This is an optimization exercise on Yosys and OpenROAD, whose aim is small area, a short achievable clock period and few clock cycles per item, not a production implementation.
Where RTL was checked, it was by simulation tests only, not by an equivalence proof against the original.
For run 1, only the layout was checked, not whether the RTL still works.

## flow/design.v (module list and top-level ports; edited modules follow where they fit)
// module sram22_64x32m4w8: 20 lines
// module dot_product: 1539 lines
module dot_product #(
  parameter ADDR_WIDTH = 5,
  parameter WIDTH = 32
) (
  input clk,
  input rst,
  input [ADDR_WIDTH:0] len,
  input [WIDTH-1:0] a_data,
  input a_valid,
  output reg a_ready,
  input [WIDTH-1:0] b_data,
  input b_valid,
  output reg b_ready,
  output [WIDTH-1:0] c_data,
  output reg c_valid,
  input c_ready
);
  // ...
==> flow/flow/run.sh <==
#!/bin/bash
# Own layout flow: the standard layout (standard synthesis, floorplan,
# placement, CTS, routing) run through standard.sh, with extra make settings
# read from flow/make_args.txt (one VAR=value per line). They set how hard
# timing repair works (a setup slack margin, so that repair keeps shortening
# the critical paths after the 10 ns clock is met) and which buffer cell
# buffers the ports. The design's clock and I/O constraints are unchanged.
# make's full output goes to flow_make.log here; each ORFS step also keeps
# its own log under orfs/logs/.
set -euo pipefail
cd "$(dirname "$0")/.."
args=()
while IFS= read -r line || [[ -n "$line" ]]; do
  [[ -z "$line" || "$line" == \#* ]] && continue
  args+=("$line")
done < flow/make_args.txt
bash standard.sh "${args[@]}" finish > flow_make.log 2>&1
==> flow/flow/make_args.txt <==
SETUP_SLACK_MARGIN=6.6
BUFFER_PORTS_ARGS=-buffer_cell sky130_fd_sc_hd__buf_2
==> flow/standard.sh <==
#!/bin/bash
# synth_recipe.tcl (not shown) runs the flow's synth.tcl, then flattens the netlist and writes it again
# the make line also repeats each setting of config.mk as NAME=value (left out here)
make -C /OpenROAD-flow-scripts/flow DESIGN_CONFIG=/design/flow/config.mk WORK_HOME=/design/flow/orfs CLKGATE_MAP_FILE= SYNTH_SCRIPT=/design/flow/synth_recipe.tcl "${@:-finish}"
==> flow/config.mk <==
export PLATFORM = sky130hd
export DESIGN_NAME = dot_product
export DESIGN_NICKNAME = dot_product
export VERILOG_FILES = /design/flow/design.v
export SDC_FILE = /design/flow/constraint.sdc
export NUM_CORES = 4
export LEC_CHECK = 0
export CAP_MARGIN = 20
export CORE_MARGIN = 2
export CORE_UTILIZATION = 40
export PLACE_DENSITY = 0.6
export SLEW_MARGIN = 20
==> flow/constraint.sdc <==
create_clock -name core_clock -period 10.0 [get_ports {clk}]
set_input_delay 2.0000 -clock core_clock [delete_from_list [all_inputs] [get_ports {clk}]]
set_output_delay 2.0000 -clock core_clock [all_outputs]
set_load 0.01 [all_outputs]
==> reports/qor.yml, run 1 <==
status:
  status: "complete, no violations"
global_routing:
  grt_use_total_pct: 20.2
  grt_pass1_wl_um: 85400
logic_synthesis:
  syn_inst: 2087
  synth_compound_area_share_pct: 14.5
  synth_top_area_share_pct: 26.8
  yosys.cell_types.count: 57
  yosysMostFrequentCell: "xnor2_1"
timing:
  fin_crit_ps: 3500
  hold_viol_final: 0
  tightest_slew_ps: 890
  hold_ws_ps: 528
  timing.slew.headroom_pct: 40.7
  max_clock_freq_mhz: 286
  setup_slack_ps: 6500
critical_path:
  critPathKind: "flip-flop to flip-flop"
  crit_required_ps: 10300
  slowest_delay_ps: 370
  ff2ff_path_depth: 18
  arrival_ps: 3800
  start_kind: "flip-flop"
min_path:
  holdCritStartpoint: "n[0]"
  holdPathStages: 2
die:
  core_um2: 50100
  die_h_um: 229
clock_tree:
  cts_tree: "yes"
  clkTransAtPathRegs_ps: 60
routing:
  wl_met3_um: 2800
  avgRoutedWirePerCell_um: 18.8
  viasPerCell: 5.38
  top_layer: "met4"
  drt-met1-wl_um: 23700
layout:
  syn2layout_area_growth_pct: 17.6
  clockNetworkAreaShare_pct: 3.78
  nNonClkInverters: 21
  drive_gt1_share_pct: 18.6
  num-fill-cells: 4730
  antenna_cells: 0
placement:
  post-place-ws_ps: 5690
  placed_cell_area_um2: 21200
==> inputs of run 2 (changes only) <==
--- a/flow/design.v
+++ b/flow/design.v
@@ -1276,17 +1276,17 @@
   m_31_8 <= xo529;
   m_31_9 <= xc534;
   m_31_10 <= xo535;
   m_31_11 <= xc540;
   m_31_12 <= xo541;
   m_31_13 <= xc546;
   m_31_14 <= xc548;
 end
-wire [WIDTH-1:0] accg = m_first ? {WIDTH{1'b0}} : acc;
+wire [WIDTH-1:0] accg = acc;
 wire ys564;
 wire yc565;
 assign ys564 = m_0_0 ^ m_0_1;
 assign yc565 = m_0_0 & m_0_1;
 wire ys566;
 wire yc567;
 assign ys566 = m_1_0 ^ accg[1];
 assign yc567 = m_1_0 & accg[1];
@@ -1549,11 +1549,12 @@
     b_ready <= !b_full_nx || a_full_nx;
     if (pair) n <= last ? 0 : n + 1'b1;
     m_v <= pair;
     m_first <= pair && n == 0;
     m_last <= pair && last;
     if (c_valid && c_ready) c_valid <= 1'b0;
     else if (m_v && m_last) c_valid <= 1'b1;
   end
-  if (m_v) acc <= acc_nx;
+  if (rst || (c_valid && c_ready)) acc <= 0;
+  else if (m_v) acc <= acc_nx;
 end
 endmodule
==> flow/flow/make_args.txt (replaced) <==
SETUP_SLACK_MARGIN=6.9
BUFFER_PORTS_ARGS=-buffer_cell sky130_fd_sc_hd__buf_2
==> reports/qor.yml, run 2 <==
global_routing:
  grt_use_total_pct: 21.2  # +0.95 points
  grt_pass1_wl_um: 88900  # +4.0%
  grt.overflow.total: 0
  grt_pass1_vias: 16314
  antenna_found_initial: 0
  grt_max_degree: 54
clock_tree:
  clock_latency_ps: 570
  cts_root_buffer: "clkbuf_16"
  h-tree-depth: 1
  clockBufferDepth: 3
  clkTransAtPathRegs_ps: 60  # about the same
  cts_made_buffers: 27
  cts_tree: "yes"
  clock-sinks: 235
routing:
  ant_nets: 0
  drcViolationCount: 0
  avgRoutedWirePerCell_um: 19.4  # +2.9%
  drt_iter0_markers: 1263
  dr_total_vias: 16599
  first_pass_iters: 5
  drt_wl_total_um: 59100
  viasPerCell: 5.44  # +1.1%
logic_synthesis:
  ys.flop_type: "dfxtp_1"
  ys_async_sr_fraction_pct: 0
  synth_area_leaders: "xnor2_1 27%, dfxtp_1 15%, edfxtp_1 12%"
  syn_area_um2: 20000
  synth_area_per_cell_um2: 9.49
  yosysSeqAreaShare_pct: 27.5
  yosys-top-cells-count: "619 x xnor2_1, 255 x a22oi_1, 155 x dfxtp_1"
  synth_edf_count: 80
  synth_top_cell_by_area: "xnor2_1"
  yosys.cell_types.count: 59  # +3.5%
  synth_nets: 2270
  syn_inst: 2113  # +1.2%
  yosysWarningCount: 1
  synth_top_area_share_pct: 27.0  # +0.29 points
  ys_seq_elements: 235
  yosysMostFrequentCell: "xnor2_1"
timing:
  max_clock_freq_mhz: 292  # +2.4%
  clock_skew_ps: 35.3
  rsz0062_at_grt: "true"
  setup_slack_ps: 6580  # +81.0 ps
  timing.slew.headroom_pct: 29.3  # -11 points
  hold_viol_final: 0  # unchanged
  fin_crit_ps: 3420  # -81.0 ps
  report.final.slew_viol_count: 0
  fin_crit_sh_pct: 34.2
  finalSetupViolCount: 0
  tightest_slew_ps: 1060  # +171 ps
  tns_ps: 0
placement:
  dp_cells: 2776
  post-place-ws_ps: 6110  # +422 ps
  io_buffer_count: 109
  dpl.hpwl_um: 37900
  gp_congestion: 0.831
critical_path:
  rr_endpoint: "acc[23]"
  crit_required_ps: 10490  # +190 ps
  cp-end-kind: "flip-flop"
  start_kind: "flip-flop"
  crit_slowest_cell: "or4b_4"
  ff2ff_path_depth: 13  # -5
  rrSetupSlack_ps: 6580
  cp_max_fo: 4
  reg2reg_from: "acc[3]"
  critPathKind: "flip-flop to flip-flop"
  slowest_delay_ps: 480  # +110 ps
  cp_cell_sequence: "fa_2 > xnor2_2 > xnor2_1 > ha_1 > nand2_2 > o21ai_4 > a311oi_4 > o32a_1 > o221ai_4 > a21o_1 > a21oi_2 > or4b_4 > nand3_2"
  arrival_ps: 3910  # +110 ps
die:
  core_um2: 49900  # -0.41%
  ios: 110
  rows: 82
  die_h_um: 228  # -0.45%
  die_w_um: 228
  start_util_pct: 40.2
  die_area_um2: 51900
layout:
  multi_input_area_um2: 15200
  syn2layout_area_growth_pct: 28.8
  largest_registers: "a_r (32), acc (32)"
  layout_common_cells: "541 x xnor2_1, 219 x a22oi_1, 183 x buf_4"
  instances_no_fill: 3054
  num-fill-cells: 4485  # -5.2%
  antenna_cells: 0  # unchanged
  drive_gt1_share_pct: 29.4  # +11 points
  layout_commonest_cell: "xnor2_1"
  final_net_count: 2518
  register_area_um2: 5590
status:
  status: "complete, no violations"
job:
  maxCapViolCount: 0
min_path:
  hold_path.class: "flip-flop to flip-flop"
  holdCritStartpoint: "m_last"
  holdPathStages: 2  # unchanged
  min_to: "c_valid"
## run 2: cell count changes after synthesis, moves of 12 or more
| cell | before | now |
|---|---|---|
| edfxtp_1 | 112 | 80 |
| nor2b_1 | 39 | 11 |
| dfxtp_1 | 124 | 155 |
| mux2i_1 | 2 | 21 |
| nand2b_1 | 30 | 18 |
| a21oi_1 | 58 | 72 |
## run 2: kinds of logic (layout without fill, tap and decap cells)
logic type               Yosys count  after routing  share of synthesized area (%)
AND/OR/NAND/NOR                  273            273                           6.65
flip-flops                       235            235                           27.5
buffers and inverters            168            437                           3.68
adder cells (fa/ha/maj)          229            229                           13.0
AO/OA/AOI/OAI                    429            429                           14.7
XOR/XNOR                         749            749                           32.9
multiplexers                      30             30                           1.55
## run 2: routing by layer
| layer | part of all wire [%] | global-route usage [%] | vias up |
|---|---|---|---|
| met4 | 4.6 | 9.35 | 0 |
| li1 | - | - | 7865 |
| met2 | 48 | 35.8 | 535 |
| met1 | 42 | 26.4 | 8036 |
| met5 | 0 | 0 | - |
| met3 | 5.2 | 3.86 | 163 |
## run 2: area by class of cell
cell class / instances / area share (%)
Multi-Input combinational cell: 1710 / 59.0
Timing Repair Buffer: 365 / 12.4
Tap cell: 672 / 3.26
Clock inverter: 9 / 0.334
Sequential cell: 235 / 21.6
Clock buffer: 41 / 3.05
Inverter: 22 / 0.320
## run 2: repair_timing
action                     in CTS  in global routing
resized for setup             165                203
setup buffers                 145                 76
cloned                          2                  5
hold buffers                    0                  0
setup endpoints to repair      87                 68
pin swaps                      64                172
## run 2: worst max path at each step
stage / startpoint / to / slack [ps]
2_1_floorplan: m_14_1 / acc[29] / 6880
3_3_place_gp: m_0_0 / acc[28] / 6160
3_5_place_dp: m_0_0 / acc[28] / 6110
4_1_cts: m_3_0 / acc[23] / 6560
5_1_grt: acc[3] / acc[23] / 6470
6_report: acc[3] / acc[23] / 6580
## run 2: critical path: cells and delay by family, from the launching register on
family | cells | cell delay [ps]
xor+xnor | 2 | 300
flops | 1 | 340
fa+ha+maj | 2 | 820
simple gates | 3 | 640
compound gates | 6 | 1240
## run 2: stage by stage
stage	util [%]	hold WS [ps]	cell area, µm²
after floorplan	-	343	20100
after global placement	42.2	456	21000
after detailed placement	42.2	459	21000
after CTS	48.2	469	24000
after global routing	51.8	522	25800
final	51.8	468	25800
Testbench counts of run 2, summed over its fixed seeds: cycles 10,109, items 512.
==> inputs of run 3 (changes only) <==
==> flow/flow/make_args.txt (replaced) <==
SETUP_SLACK_MARGIN=7.2
BUFFER_PORTS_ARGS=-buffer_cell sky130_fd_sc_hd__buf_2
==> reports/qor.yml, run 3 <==
critical_path:
  cp-end-kind: "flip-flop"
  crit_slowest_cell: "or4b_4"
  cp_cell_sequence: "fa_2 > xnor2_2 > xnor2_1 > ha_1 > nand2_2 > o21ai_4 > a311oi_4 > o32a_1 > o221ai_4 > a21o_1 > a21oi_2 > or4b_4 > nand3_2"
  crit_required_ps: 10490  # about the same
  cp.buffers_inverters: 0  # unchanged
  arrival_ps: 3810  # -100 ps
  cp_max_fo: 4  # unchanged
  start_kind: "flip-flop"
  critPathKind: "flip-flop to flip-flop"
  crit_family: "compound AO/OA/AOI/OAI gates"
  slowest_delay_ps: 480  # about the same
logic_synthesis:
  yosysSeqAreaShare_pct: 27.5  # unchanged
  synth_top_area_share_pct: 27.0  # unchanged
  yosys-top-cells-count: "619 x xnor2_1, 255 x a22oi_1, 155 x dfxtp_1"
  synth_top_family_by_area: "XOR/XNOR gates"
  yosys.cell_types.count: 59  # unchanged
  synth_edf_count: 80  # unchanged
  synth_area_leaders: "xnor2_1 27%, dfxtp_1 15%, edfxtp_1 12%"
  syn_inst: 2113  # unchanged
  yosysMostFrequentCell: "xnor2_1"
  yosysWarningCount: 1  # unchanged
  synth_compound_area_share_pct: 14.7  # unchanged
  synthMuxAreaShare_pct: 1.55  # unchanged
  synth_xor_area_share_pct: 32.9  # unchanged
  syn_area_um2: 20000  # unchanged
  synth_top_cell_by_area: "xnor2_1"
  ys_seq_elements: 235  # unchanged
  synth_area_per_cell_um2: 9.49  # unchanged
  ys_async_sr_fraction_pct: 0  # unchanged
  ys.flop_type: "dfxtp_1"
  synth_nets: 2270  # unchanged
  synth-simple-area-share_pct: 6.65  # unchanged
  yosys.area_share.adder_pct: 13.0  # unchanged
timing:
  fin_crit_sh_pct: 33.2  # -1.0 points
  rsz0062_at_grt: "true"
  setup_slack_ps: 6680  # +102 ps
  report.final.slew_viol_count: 0  # unchanged
  tightest_slew_ps: 913  # -148 ps
  finalSetupViolCount: 0  # unchanged
  max_clock_freq_mhz: 301  # +3.1%
  hold_viol_final: 0  # unchanged
  tns_ps: 0  # unchanged
  hold_ws_ps: 465  # -3.21 ps
  clock_skew_ps: 21.5  # -13.8 ps
  timing.slew.headroom_pct: 39.1  # +9.8 points
  fin_crit_ps: 3320  # -102 ps
layout:
  layout_common_cells: "500 x xnor2_1, 235 x buf_4, 197 x a22oi_1"
  layout_commonest_cell: "xnor2_1"
  antenna_cells: 0  # unchanged
  largest_registers: "a_r (32), acc (32)"
  final_net_count: 2582  # +2.5%
  syn2layout_area_growth_pct: 35.1
  final_util_pct: 54.3  # +2.5 points
  fin_area_um2: 27100  # +4.9%
  num-fill-cells: 4321  # -3.7%
  drive_gt1_share_pct: 36.3  # +7.0 points
  instances_no_fill: 3118  # +2.1%
placement:
  dp_cells: 2781  # +0.18%
  post-place-ws_ps: 6460  # +352 ps
  placed_cell_area_um2: 21400  # +1.5%
  dpl.hpwl_um: 38300  # +1.2%
  gp_congestion: 0.870  # +4.7%
  io_buffer_count: 109  # unchanged
status:
  status: "complete, no violations"
die:
  die_w_um: 228  # unchanged
  rows: 82  # unchanged
  core_um2: 49900  # unchanged
  ios: 110  # unchanged
  die_area_um2: 51900  # unchanged
  start_util_pct: 40.2  # unchanged
  die_h_um: 228  # unchanged
clock_tree:
  clock_latency_ps: 570  # about the same
  cts_made_buffers: 27  # unchanged
  cts_root_buffer: "clkbuf_16"
  cts_tree: "yes"
  clockBufferDepth: 3  # unchanged
  clock-sinks: 235  # unchanged
  cts.hold.buffers_added: 0  # unchanged
  h-tree-depth: 1  # unchanged
  clkTransAtPathRegs_ps: 60  # about the same
routing:
  drt_iter0_markers: 1171  # -7.3%
  avgRoutedWirePerCell_um: 19.0  # -1.7%
  drt_wl_total_um: 59300  # +0.31%
  first_pass_iters: 6  # +1
  dr_total_vias: 17030  # +2.6%
  viasPerCell: 5.46  # +0.49%
  ant_nets: 0  # unchanged
  drcViolationCount: 0  # unchanged
global_routing:
  grt_use_total_pct: 21.5  # +0.35 points
  grt.overflow.total: 0  # unchanged
  busiest_layer: "met2"
  grt_use_met2_pct: 36.6  # +0.78 points
  grt_pass1_vias: 16749  # +2.7%
  grt_util_met3_pct: 2.85  # -1.0 points
  use_met1_pct: 27.0  # +0.68 points
  antenna_found_initial: 0  # unchanged
  grt_max_degree: 50  # -7.4%
  grt_pass1_wl_um: 90800  # +2.2%
min_path:
  hold_path.class: "flip-flop to flip-flop"
job:
  maxCapViolCount: 0  # unchanged
[run 3: cell types whose count changed in the layout (fill, tap and decap cells not counted), moves of 19 or more]
cell / before / now
maj3_2: 33 / 60
a22oi_2: 37 / 59
buf_6: 34 / 92
buf_2: 104 / 75
buf_12: 34 / 15
maj3_1: 114 / 87
buf_4: 183 / 235
xnor2_1: 541 / 500
xnor2_2: 80 / 118
a22oi_1: 219 / 197
[run 3: cells by family after synthesis]
| group | after synthesis |
|---|---|
| XOR/XNOR | 749 |
| AO/OA/AOI/OAI | 429 |
| AND/OR/NAND/NOR | 273 |
| flip-flops | 235 |
| adder cells (fa/ha/maj) | 229 |
| buffers and inverters | 168 |
| multiplexers | 30 |
[run 3: metal layers]
metal  share of wire, %  routed length [µm]
met5                  0                   0
met4                5.0                2970
met2                 48               28400
met1                 42               24600
met3                5.6                3320
[run 3: worst reg2reg max path, cell delays in order (launching register included)]
cell and delay, ps:
dfxtp_2 320, fa_2 410, xnor2_2 150, xnor2_1 140, ha_1 350, nand2_2 80
o21ai_4 200, a311oi_4 150, o32a_1 390, o221ai_4 250, a21o_1 180, a21oi_2 60
or4b_4 480, nand3_2 80
[run 3: worst paths after layout]
check | startpoint | to | slack [ps] | cells past startpoint
worst min register to register | m_last | c_valid | 460 | 2
worst min-delay path | m_last | c_valid | 460 | 2
worst max register to register | m_3_0 | acc[23] | 6680 | 13
worst max-delay path | m_3_0 | acc[23] | 6680 | 13
[run 3: area by class of cell]
type	instances	area [µm²]	share of cell area (%)
Multi-Input combinational cell	1710	15900	58.8
Sequential cell	235	5610	20.7
Timing Repair Buffer	429	3730	13.8
Tap cell	672	841	3.10
Clock buffer	29	683	2.52
Clock inverter	21	209	0.772
Inverter	22	82.6	0.305
[run 3: repair_timing]
action | in CTS | in global routing
setup buffers | 219 | 63
hold endpoints to repair | 0 | 0
cloned | 4 | 1
endpoints found under the setup margin | 108 | 109
pin swaps | 178 | 203
gates resized for setup | 324 | 193
==> inputs of run 4 (changes only) <==
==> flow/flow/make_args.txt (replaced) <==
SETUP_SLACK_MARGIN=6.3
BUFFER_PORTS_ARGS=-buffer_cell sky130_fd_sc_hd__buf_2
==> reports/qor.yml, run 4 <==
clock_tree:
  clockBufferDepth: 3  # unchanged
  cts.hold.buffers_added: 0  # unchanged
  clkTransAtPathRegs_ps: 60  # about the same
  cts_tree: "yes"
  h-tree-depth: 1  # unchanged
  cts_made_buffers: 27  # unchanged
  cts_root_buffer: "clkbuf_16"
  clock-sinks: 235  # unchanged
  clock_latency_ps: 590  # +20 ps
job:
  maxCapViolCount: 0  # unchanged
timing:
  clock_skew_ps: 26.0  # +4.47 ps
  fin_crit_sh_pct: 35.7  # +2.5 points
  fin_crit_ps: 3570  # +250 ps
  tns_ps: 0  # unchanged
  max_clock_freq_mhz: 280  # -7.0%
  timing.slew.headroom_pct: 31.5  # -7.6 points
  hold_viol_final: 0  # unchanged
  tightest_slew_ps: 1030  # +114 ps
  report.final.slew_viol_count: 0  # unchanged
  rsz0062_at_grt: "false"
  finalSetupViolCount: 0  # unchanged
routing:
  ant_nets: 0  # unchanged
  drt_wl_total_um: 53000  # -11%
  drcViolationCount: 0  # unchanged
  first_pass_iters: 7  # +1
  avgRoutedWirePerCell_um: 18.5  # -2.6%
  viasPerCell: 5.43  # -0.58%
  drt_iter0_markers: 1037  # -11%
  dr_total_vias: 15536  # -8.8%
logic_synthesis:
  ys_async_sr_fraction_pct: 0  # unchanged
  synth_xor_area_share_pct: 32.9  # unchanged
  synth-simple-area-share_pct: 6.65  # unchanged
  synth_top_area_share_pct: 27.0  # unchanged
  synth_area_per_cell_um2: 9.49  # unchanged
  synth_compound_area_share_pct: 14.7  # unchanged
  yosys-top-cells-count: "619 x xnor2_1, 255 x a22oi_1, 155 x dfxtp_1"
  synthMuxAreaShare_pct: 1.55  # unchanged
  ys.flop_type: "dfxtp_1"
  synth_edf_count: 80  # unchanged
  yosysWarningCount: 1  # unchanged
  yosys.area_share.adder_pct: 13.0  # unchanged
  yosysMostFrequentCell: "xnor2_1"
  syn_area_um2: 20000  # unchanged
  synth_area_leaders: "xnor2_1 27%, dfxtp_1 15%, edfxtp_1 12%"
  synth_top_family_by_area: "XOR/XNOR gates"
  syn_inst: 2113  # unchanged
  ys_seq_elements: 235  # unchanged
  yosys.cell_types.count: 59  # unchanged
  synth_nets: 2270  # unchanged
  synth_top_cell_by_area: "xnor2_1"
  yosysSeqAreaShare_pct: 27.5  # unchanged
global_routing:
  grt_pass1_vias: 15152  # -9.5%
  grt_util_met3_pct: 2.19  # -0.66 points
  grt_max_degree: 54  # +8.0%
  use_met1_pct: 25.7  # -1.3 points
  busiest_layer: "met2"
  grt.overflow.total: 0  # unchanged
  grt_pass1_wl_um: 83100  # -8.5%
  grt_use_met2_pct: 32.7  # -3.9 points
  grt_use_total_pct: 19.6  # -1.9 points
  antenna_found_initial: 0  # unchanged
layout:
  syn2layout_area_growth_pct: 11.8
  final_util_pct: 45.0  # -9.4 points
  layout_commonest_cell: "xnor2_1"
  final_net_count: 2325  # -10%
  antenna_cells: 0  # unchanged
  drive_gt1_share_pct: 11.8  # -25 points
  layout_common_cells: "618 x xnor2_1, 255 x a22oi_1, 154 x dfxtp_1"
  largest_registers: "a_r (32), acc (32)"
critical_path:
  arrival_ps: 4090  # +280 ps
  ff2ff_path_depth: 13  # unchanged
  rrSetupSlack_ps: 6430  # -250 ps
  critPathKind: "flip-flop to flip-flop"
  rr_endpoint: "acc[23]"
  cp_max_fo: 4  # unchanged
  slowest_delay_ps: 630  # +150 ps
  cp_cell_sequence: "fa_2 > xnor2_2 > xnor2_1 > ha_1 > nand2_1 > o21ai_4 > a311oi_2 > o32a_1 > o221ai_4 > a21o_1 > a21oi_1 > or4b_2 > nand3_1"
  crit_required_ps: 10520  # +30 ps
  crit_slowest_cell: "or4b_2"
  reg2reg_from: "acc[3]"
  cp-end-kind: "flip-flop"
  start_kind: "flip-flop"
die:
  ios: 110  # unchanged
  start_util_pct: 40.2  # unchanged
  die_w_um: 228  # unchanged
  core_um2: 49900  # unchanged
  die_h_um: 228  # unchanged
  die_area_um2: 51900  # unchanged
  rows: 82  # unchanged
min_path:
  holdPathStages: 2  # unchanged
  min_to: "c_valid"
  hold_path.class: "flip-flop to flip-flop"
  holdCritStartpoint: "m_last"
status:
  status: "complete, no violations"
placement:
  dpl.hpwl_um: 37700  # -1.7%
  io_buffer_count: 109  # unchanged
  gp_congestion: 0.866  # -0.49%
[run 4: cell counts after synthesis]
Identical to the previous run, type by type.
[run 4: kinds of logic (layout without fill, tap and decap cells)]
kind of cell / after synthesis / in the layout
xor gates and xnor gates: 749 / 749
AOI/OAI and AO/OA: 429 / 429
and+or+nand+nor: 273 / 273
DFF: 235 / 235
adders and majority gates: 229 / 229
buffers and inverters: 168 / 244
muxes: 30 / 30
[run 4: worst max path at each step]
| stage | startpoint | end | depth (start not counted) | slack (ps) |
|---|---|---|---|---|
| 2_1_floorplan | acc[3] | acc[29] | 13 | 6620 |
| 3_3_place_gp | acc[3] | acc[29] | 13 | 6000 |
| 3_5_place_dp | acc[3] | acc[29] | 13 | 5960 |
| 4_1_cts | acc[3] | acc[29] | 13 | 6230 |
| 5_1_grt | acc[3] | acc[23] | 13 | 6280 |
| 6_report | acc[3] | acc[23] | 13 | 6430 |
[run 4: timing repair]
| item | in CTS | in global routing |
|---|---|---|
| endpoints found under the setup margin | 8 | 20 |
| resized for setup | 5 | 10 |
| pin swaps | 0 | 9 |
| setup buffers | 0 | 33 |
[run 4: critical path, delay by kind of cell, from the launching register on]
kind,cells,cell delay [ps]
XOR/XNOR,2,280
flip-flops,1,340
adder cells (fa/ha/maj),2,780
AO/OA/AOI/OAI,6,1280
AND/OR/NAND/NOR,3,830
[run 4: layer usage]
metal  vias to the layer above  share of wire, %
met1                      7471                44
met3                       122               4.9
met4                         0               4.1
li1                       7481                 -
met5                         -                 0
met2                       462                47
[run 4: final cells by class]
cell class	instances	area, µm²
clock buffer	34	763
clock inverter	16	221
fill	4758	27400
inverter	22	82.6
multi-input combinational	1710	13900
sequential	235	5510
tap	672	841
timing repair buffer	172	1120
[run 4: per-stage QoR]
step	cell area (µm²)	setup slack, ps	hold slack [ps]	std cells
after floorplan	20000	6620	343	2113
after global placement	21000	6000	442	2777
after detailed placement	21000	5960	469	2778
after CTS	22000	6230	484	2828
after global routing	22400	6280	489	2861
final	22400	6430	478	2861
==> inputs of run 5 (changes only) <==
==> flow/flow/make_args.txt (replaced) <==
SETUP_SLACK_MARGIN=6.45
BUFFER_PORTS_ARGS=-buffer_cell sky130_fd_sc_hd__buf_2
==> reports/qor.yml, run 5 <==
clock_tree:
  clock_latency_ps: 580  # about the same
  clockBufferDepth: 3  # unchanged
  cts_root_buffer: "clkbuf_16"
  cts_made_buffers: 27  # unchanged
  cts_tree: "yes"
  h-tree-depth: 1  # unchanged
  clkTransAtPathRegs_ps: 70  # about the same
  clock-sinks: 235  # unchanged
  cts.hold.buffers_added: 0  # unchanged
die:
  die_h_um: 228  # unchanged
  die_area_um2: 51900  # unchanged
  start_util_pct: 40.2  # unchanged
  core_um2: 49900  # unchanged
  die_w_um: 228  # unchanged
  ios: 110  # unchanged
  rows: 82  # unchanged
logic_synthesis:
  yosysWarningCount: 1  # unchanged
  synth_nets: 2270  # unchanged
  yosys.cell_types.count: 59  # unchanged
  syn_area_um2: 20000  # unchanged
  ys_seq_elements: 235  # unchanged
  yosys-top-cells-count: "619 x xnor2_1, 255 x a22oi_1, 155 x dfxtp_1"
  synth_area_per_cell_um2: 9.49  # unchanged
  synth_top_area_share_pct: 27.0  # unchanged
  yosysMostFrequentCell: "xnor2_1"
  syn_inst: 2113  # unchanged
  synth_area_leaders: "xnor2_1 27%, dfxtp_1 15%, edfxtp_1 12%"
  ys.flop_type: "dfxtp_1"
  synth_edf_count: 80  # unchanged
  ys_async_sr_fraction_pct: 0  # unchanged
  synth_top_cell_by_area: "xnor2_1"
  yosysSeqAreaShare_pct: 27.5  # unchanged
global_routing:
  grt_pass1_vias: 15393  # +1.6%
  grt_use_total_pct: 20.1  # +0.42 points
  busiest_layer: "met2"
  grt_max_degree: 54  # unchanged
  grt_use_met2_pct: 33.4  # +0.69 points
  grt_util_met3_pct: 2.64  # +0.45 points
  use_met1_pct: 25.9  # +0.15 points
  grt_pass1_wl_um: 84600  # +1.8%
  grt.overflow.total: 0  # unchanged
  antenna_found_initial: 0  # unchanged
critical_path:
  cp-endpoint: "acc[29]"
  reg2reg_from: "m_3_1"
  crit_required_ps: 10480  # -40 ps
  rr_endpoint: "acc[29]"
  cp.buffers_inverters: 0  # unchanged
  crit_family: "compound AO/OA/AOI/OAI gates"
  rrSetupSlack_ps: 6570  # +140 ps
  cp.depth: 13  # unchanged
  cp_max_fo: 4  # unchanged
  startpoint: "m_3_1"
  slowest_delay_ps: 410  # -220 ps
  critPathKind: "flip-flop to flip-flop"
  arrival_ps: 3910  # -180 ps
  cp-end-kind: "flip-flop"
  cp_cell_sequence: "fa_2 > maj3_1 > ha_1 > a21o_1 > a21oi_1 > nor2b_1 > a311oi_2 > o32a_1 > o221ai_4 > a21oi_2 > o21ai_1 > or3_1 > o311ai_1"
  crit_slowest_cell: "fa_2"
  start_kind: "flip-flop"
  ff2ff_path_depth: 13  # unchanged
min_path:
  hold_path.class: "flip-flop to flip-flop"
  holdCritStartpoint: "m_last"
timing:
  clock_skew_ps: 19.8  # -6.21 ps
  fin_crit_sh_pct: 34.3  # -1.4 points
  rsz0062_at_grt: "true"
  report.final.slew_viol_count: 0  # unchanged
  tns_ps: 0  # unchanged
  max_clock_freq_mhz: 291  # +4.0%
  fin_crit_ps: 3430  # -139 ps
  tightest_slew_ps: 928  # -98.9 ps
  hold_viol_final: 0  # unchanged
  timing.slew.headroom_pct: 38.1  # +6.6 points
  finalSetupViolCount: 0  # unchanged
layout:
  num-fill-cells: 4727  # -0.65%
  final_net_count: 2355  # +1.3%
  syn2layout_area_growth_pct: 13.6
  drive_gt1_share_pct: 13.6  # +1.8 points
  largest_registers: "a_r (32), acc (32)"
  final_util_pct: 45.7  # +0.74 points
  layout_common_cells: "614 x xnor2_1, 255 x a22oi_1, 154 x dfxtp_1"
  layout_commonest_cell: "xnor2_1"
  antenna_cells: 0  # unchanged
routing:
  viasPerCell: 5.40  # -0.47%
  drt_iter0_markers: 1037  # unchanged
  first_pass_iters: 6  # -1
  ant_nets: 0  # unchanged
  avgRoutedWirePerCell_um: 18.5  # about the same
  drcViolationCount: 0  # unchanged
  dr_total_vias: 15625  # +0.57%
  drt_wl_total_um: 53500  # +1.0%
placement:
  io_buffer_count: 109  # unchanged
  dpl.hpwl_um: 37700  # unchanged
  gp_congestion: 0.866  # unchanged
status:
  status: "complete, no violations"
job:
  maxCapViolCount: 0  # unchanged
[run 5: cell counts after synthesis]
No cell type changed its count.
[run 5: worst min-delay path by stage]
| stage | to | slack (ps) | depth (start not counted) |
|---|---|---|---|
| detailed placement | c_valid | 470 | 2 |
| floorplan | m_0_1 | 340 | 0 |
| CTS | c_valid | 480 | 2 |
| global route | c_valid | 490 | 2 |
| global placement | c_valid | 440 | 2 |
| finish | c_valid | 480 | 2 |
[run 5: per-layer routing]
metal,share of wire (%),vias up
li1,-,7545
met1,44,7514
met2,47,443
met3,5.1,123
met4,4.2,0
met5,0,-
[run 5: what timing repair did]
item,in CTS,in global routing
endpoints found under the setup margin,17,25
resized for setup,11,20
pin swaps,7,9
buffers inserted,28,35
[run 5: final cells by class]
type,instances,area (µm²),area share (%)
clock buffers,34,763,3.35
inverters,22,82.6,0.362
flip-flops and latches,235,5510,24.2
clock inverters,16,221,0.972
well taps,672,841,3.69
multi-input cells,1710,14000,61.4
repair buffers,202,1390,6.10
[run 5: cells by family after synthesis]
family	count (synthesis)	synth area share [%]
AOI/OAI and AO/OA	429	14.7
xor gates and xnor gates	749	32.9
DFF	235	27.5
muxes	30	1.55
adders and majority gates	229	13.0
and+or+nand+nor	273	6.65
buffers and inverters	168	3.68
[run 5: tightest hold or removal path: stages, from the launching register on]
cell and delay, ps:
dfxtp_1 310, a21oi_1 60, nor2_1 70
[run 5: metrics by stage]
step,worst slack (ps),cells,hold WS [ps],cell area (µm²)
after floorplan,6620,2113,343,20000
after global placement,6000,2777,442,21000
after detailed placement,5960,2778,469,21000
after CTS,6420,2856,484,22300
after global routing,6380,2891,489,22800
final,6570,2891,478,22800
==> inputs of run 6 (changes only) <==
==> flow/flow/make_args.txt (replaced) <==
SETUP_SLACK_MARGIN=6.6
BUFFER_PORTS_ARGS=-buffer_cell sky130_fd_sc_hd__buf_2
==> reports/qor.yml, run 6 <==
logic_synthesis:
  ys_seq_elements: 235  # unchanged
  synth_top_family_by_area: "XOR/XNOR gates"
  syn_area_um2: 20000  # unchanged
  synth_top_cell_by_area: "xnor2_1"
  ys_async_sr_fraction_pct: 0  # unchanged
  yosys-top-cells-count: "619 x xnor2_1, 255 x a22oi_1, 155 x dfxtp_1"
  yosys.cell_types.count: 59  # unchanged
  yosysWarningCount: 1  # unchanged
  synth_area_leaders: "xnor2_1 27%, dfxtp_1 15%, edfxtp_1 12%"
  synth_xor_area_share_pct: 32.9  # unchanged
  synth_nets: 2270  # unchanged
  syn_inst: 2113  # unchanged
  synthMuxAreaShare_pct: 1.55  # unchanged
  synth_edf_count: 80  # unchanged
  synth_area_per_cell_um2: 9.49  # unchanged
  synth_compound_area_share_pct: 14.7  # unchanged
  yosysSeqAreaShare_pct: 27.5  # unchanged
  yosys.area_share.adder_pct: 13.0  # unchanged
  ys.flop_type: "dfxtp_1"
  synth_top_area_share_pct: 27.0  # unchanged
  synth-simple-area-share_pct: 6.65  # unchanged
  yosysMostFrequentCell: "xnor2_1"
layout:
  layout_common_cells: "607 x xnor2_1, 255 x a22oi_1, 152 x dfxtp_1"
  drive_gt1_share_pct: 16.3  # +2.7 points
  antenna_cells: 0  # unchanged
  syn2layout_area_growth_pct: 16.4
  layout_commonest_cell: "xnor2_1"
  final_net_count: 2394  # +1.7%
  largest_registers: "a_r (32), acc (32)"
routing:
  wl_met3_um: 2840  # +3.3%
  avgRoutedWirePerCell_um: 18.6  # +0.65%
  ant_nets: 0  # unchanged
  top_layer: "met4"
  wl_met2_um: 25400  # +1.6%
  drcViolationCount: 0  # unchanged
  drt_iter0_markers: 1109  # +6.9%
  drt-met1-wl_um: 24100  # +2.4%
  first_pass_iters: 7  # +1
  drt_wl_total_um: 54600  # +2.0%
  viasPerCell: 5.41  # +0.12%
  dr_total_vias: 15855  # +1.5%
global_routing:
  grt_use_total_pct: 20.4  # +0.32 points
  grt_pass1_wl_um: 85800  # +1.4%
  grt_max_degree: 54  # unchanged
  grt_pass1_vias: 15603  # +1.4%
  grt.overflow.total: 0  # unchanged
  antenna_found_initial: 0  # unchanged
timing:
  timing.slew.headroom_pct: 37.5  # -0.60 points
  hold_viol_final: 0  # unchanged
  fin_crit_ps: 3360  # -73.4 ps
  rsz0062_at_grt: "true"
  report.final.slew_viol_count: 0  # unchanged
  finalSetupViolCount: 0  # unchanged
  fin_crit_sh_pct: 33.6  # -0.73 points
  clock_skew_ps: 22.4  # +2.66 ps
  max_clock_freq_mhz: 298  # +2.2%
  tightest_slew_ps: 937  # +9.06 ps
  setup_slack_ps: 6640  # +73.4 ps
  tns_ps: 0  # unchanged
critical_path:
  crit_slowest_cell: "or4b_4"
  cp_max_fo: 4  # unchanged
  arrival_ps: 3870  # -40 ps
  cp-end-kind: "flip-flop"
  crit_required_ps: 10520  # +40 ps
  critPathKind: "flip-flop to flip-flop"
  cp_cell_sequence: "fa_2 > xnor2_2 > xnor2_1 > ha_1 > nand2_1 > o21ai_2 > a311oi_2 > o32a_1 > o221ai_4 > a21o_1 > a21oi_1 > or4b_4 > nand3_2"
  slowest_delay_ps: 500  # +90 ps
  start_kind: "flip-flop"
die:
  rows: 82  # unchanged
  core_um2: 49900  # unchanged
  ios: 110  # unchanged
  start_util_pct: 40.2  # unchanged
  die_w_um: 228  # unchanged
  die_area_um2: 51900  # unchanged
  die_h_um: 228  # unchanged
placement:
  io_buffer_count: 109  # unchanged
  post-place-ws_ps: 5960  # unchanged
  dpl.hpwl_um: 37700  # unchanged
  gp_congestion: 0.866  # unchanged
clock_tree:
  h-tree-depth: 1  # unchanged
  cts_made_buffers: 27  # unchanged
  cts_tree: "yes"
  clock_latency_ps: 580  # about the same
  clockBufferDepth: 3  # unchanged
  cts_root_buffer: "clkbuf_16"
  clkTransAtPathRegs_ps: 60  # about the same
  clock-sinks: 235  # unchanged
status:
  status: "complete, no violations"
job:
  maxCapViolCount: 0  # unchanged
min_path:
  hold_path.class: "flip-flop to flip-flop"
run 6: metrics by stage:
stage / utilization [%] / area (µm²) / cells / hold WS (ps)
finish: 46.8 / 23300 / 2930 / 478
global route: 46.8 / 23300 / 2930 / 489
CTS: 45.5 / 22700 / 2891 / 484
detailed placement: 42.2 / 21000 / 2778 / 469
global placement: 42.1 / 21000 / 2777 / 442
floorplan: - / 20000 / 2113 / 343
run 6: logic make-up after synthesis:
logic type | after synthesis
XOR/XNOR | 749
AO/OA/AOI/OAI | 429
AND/OR/NAND/NOR | 273
flip-flops | 235
adder cells (fa/ha/maj) | 229
buffers and inverters | 168
multiplexers | 30
run 6: path summary, 6_finish.rpt:
| path | from | to | slack (ps) | cells past startpoint |
|---|---|---|---|---|
| worst max register to register | m_3_0 | acc[23] | 6640 | 13 |
| worst max-delay path | m_3_0 | acc[23] | 6640 | 13 |
| worst min register to register | m_last | c_valid | 480 | 2 |
| worst min-delay path | m_last | c_valid | 480 | 2 |
run 6: layout make-up:
| type | count | area (µm²) |
|---|---|---|
| clock inverter | 16 | 221 |
| clock buffer | 34 | 763 |
| inverter | 22 | 82.6 |
| multi-input combinational | 1710 | 14200 |
| sequential | 235 | 5510 |
| fill | 4675 | 26500 |
| tap | 672 | 841 |
| timing repair buffer | 241 | 1720 |
run 6: critical path: cells and delay by family, from the launching register on:
kind            cells  cell delay (ps)
fa+ha+maj           2              760
compound gates      6             1270
flops               1              320
simple gates        3              670
xor+xnor            2              280
run 6: timing repair:
action / in CTS / in global routing
buffers inserted: 63 / 39
hold buffers: 0 / 0
setup endpoints to repair: 32 / 26
pin swaps: 12 / 25
resized for setup: 25 / 53
run 6: routing by layer:
layer  vias up  global-route usage [%]
li1       7620                       -
met1      7628                    26.5
met2       476                    33.9
met3       131                    2.45
met4         0                    9.31
met5         -                       0

## what the ideal ports hide
The flow's constraints put no driver on any port. The routed layouts listed below were extracted and timed again, unchanged, in two steps. Step 1 (the two cells are an assumption about what drives the block):
set clk [get_ports {clk}]
set_driving_cell -lib_cell sky130_fd_sc_hd__clkbuf_16 $clk
set_driving_cell -lib_cell sky130_fd_sc_hd__buf_2 [delete_from_list [all_inputs] $clk]
Step 2 also shifts input and output timing later by t, the mid clock arrival at the registers, as if the neighbouring blocks saw the same clock. Three values: no drivers, after step 1, after step 2; two values: the first two.
run | t (ns) | setup slack, ns | worst setup path at the end | slew at the worst register clock pin (ns) | worst data-port slew with drivers (ns)
run 1 | 0.615 | 6.498 / 6.498 / 6.498 | register to register | 0.07 / 0.07 | 0.06
run 2 | 0.611 | 6.579 / 6.579 / 6.334 | input to register | 0.07 / 0.07 | 0.05
run 3 | 0.617 | 6.680 / 6.680 / 6.421 | input to register | 0.06 / 0.06 | 0.04
run 4 | 0.627 | 6.430 / 6.430 / 6.272 | input to register | 0.07 / 0.07 | 0.05
run 5 | 0.620 | 6.569 / 6.569 / 6.268 | input to register | 0.07 / 0.07 | 0.05
run 6 | 0.622 | 6.642 / 6.642 / 6.261 | input to register | 0.07 / 0.07 | 0.05
After both steps every run listed still meets setup and hold. The setup slack of run 6, which loses most, moves by 0.000 ns with the drivers and by -0.381 ns with both steps.
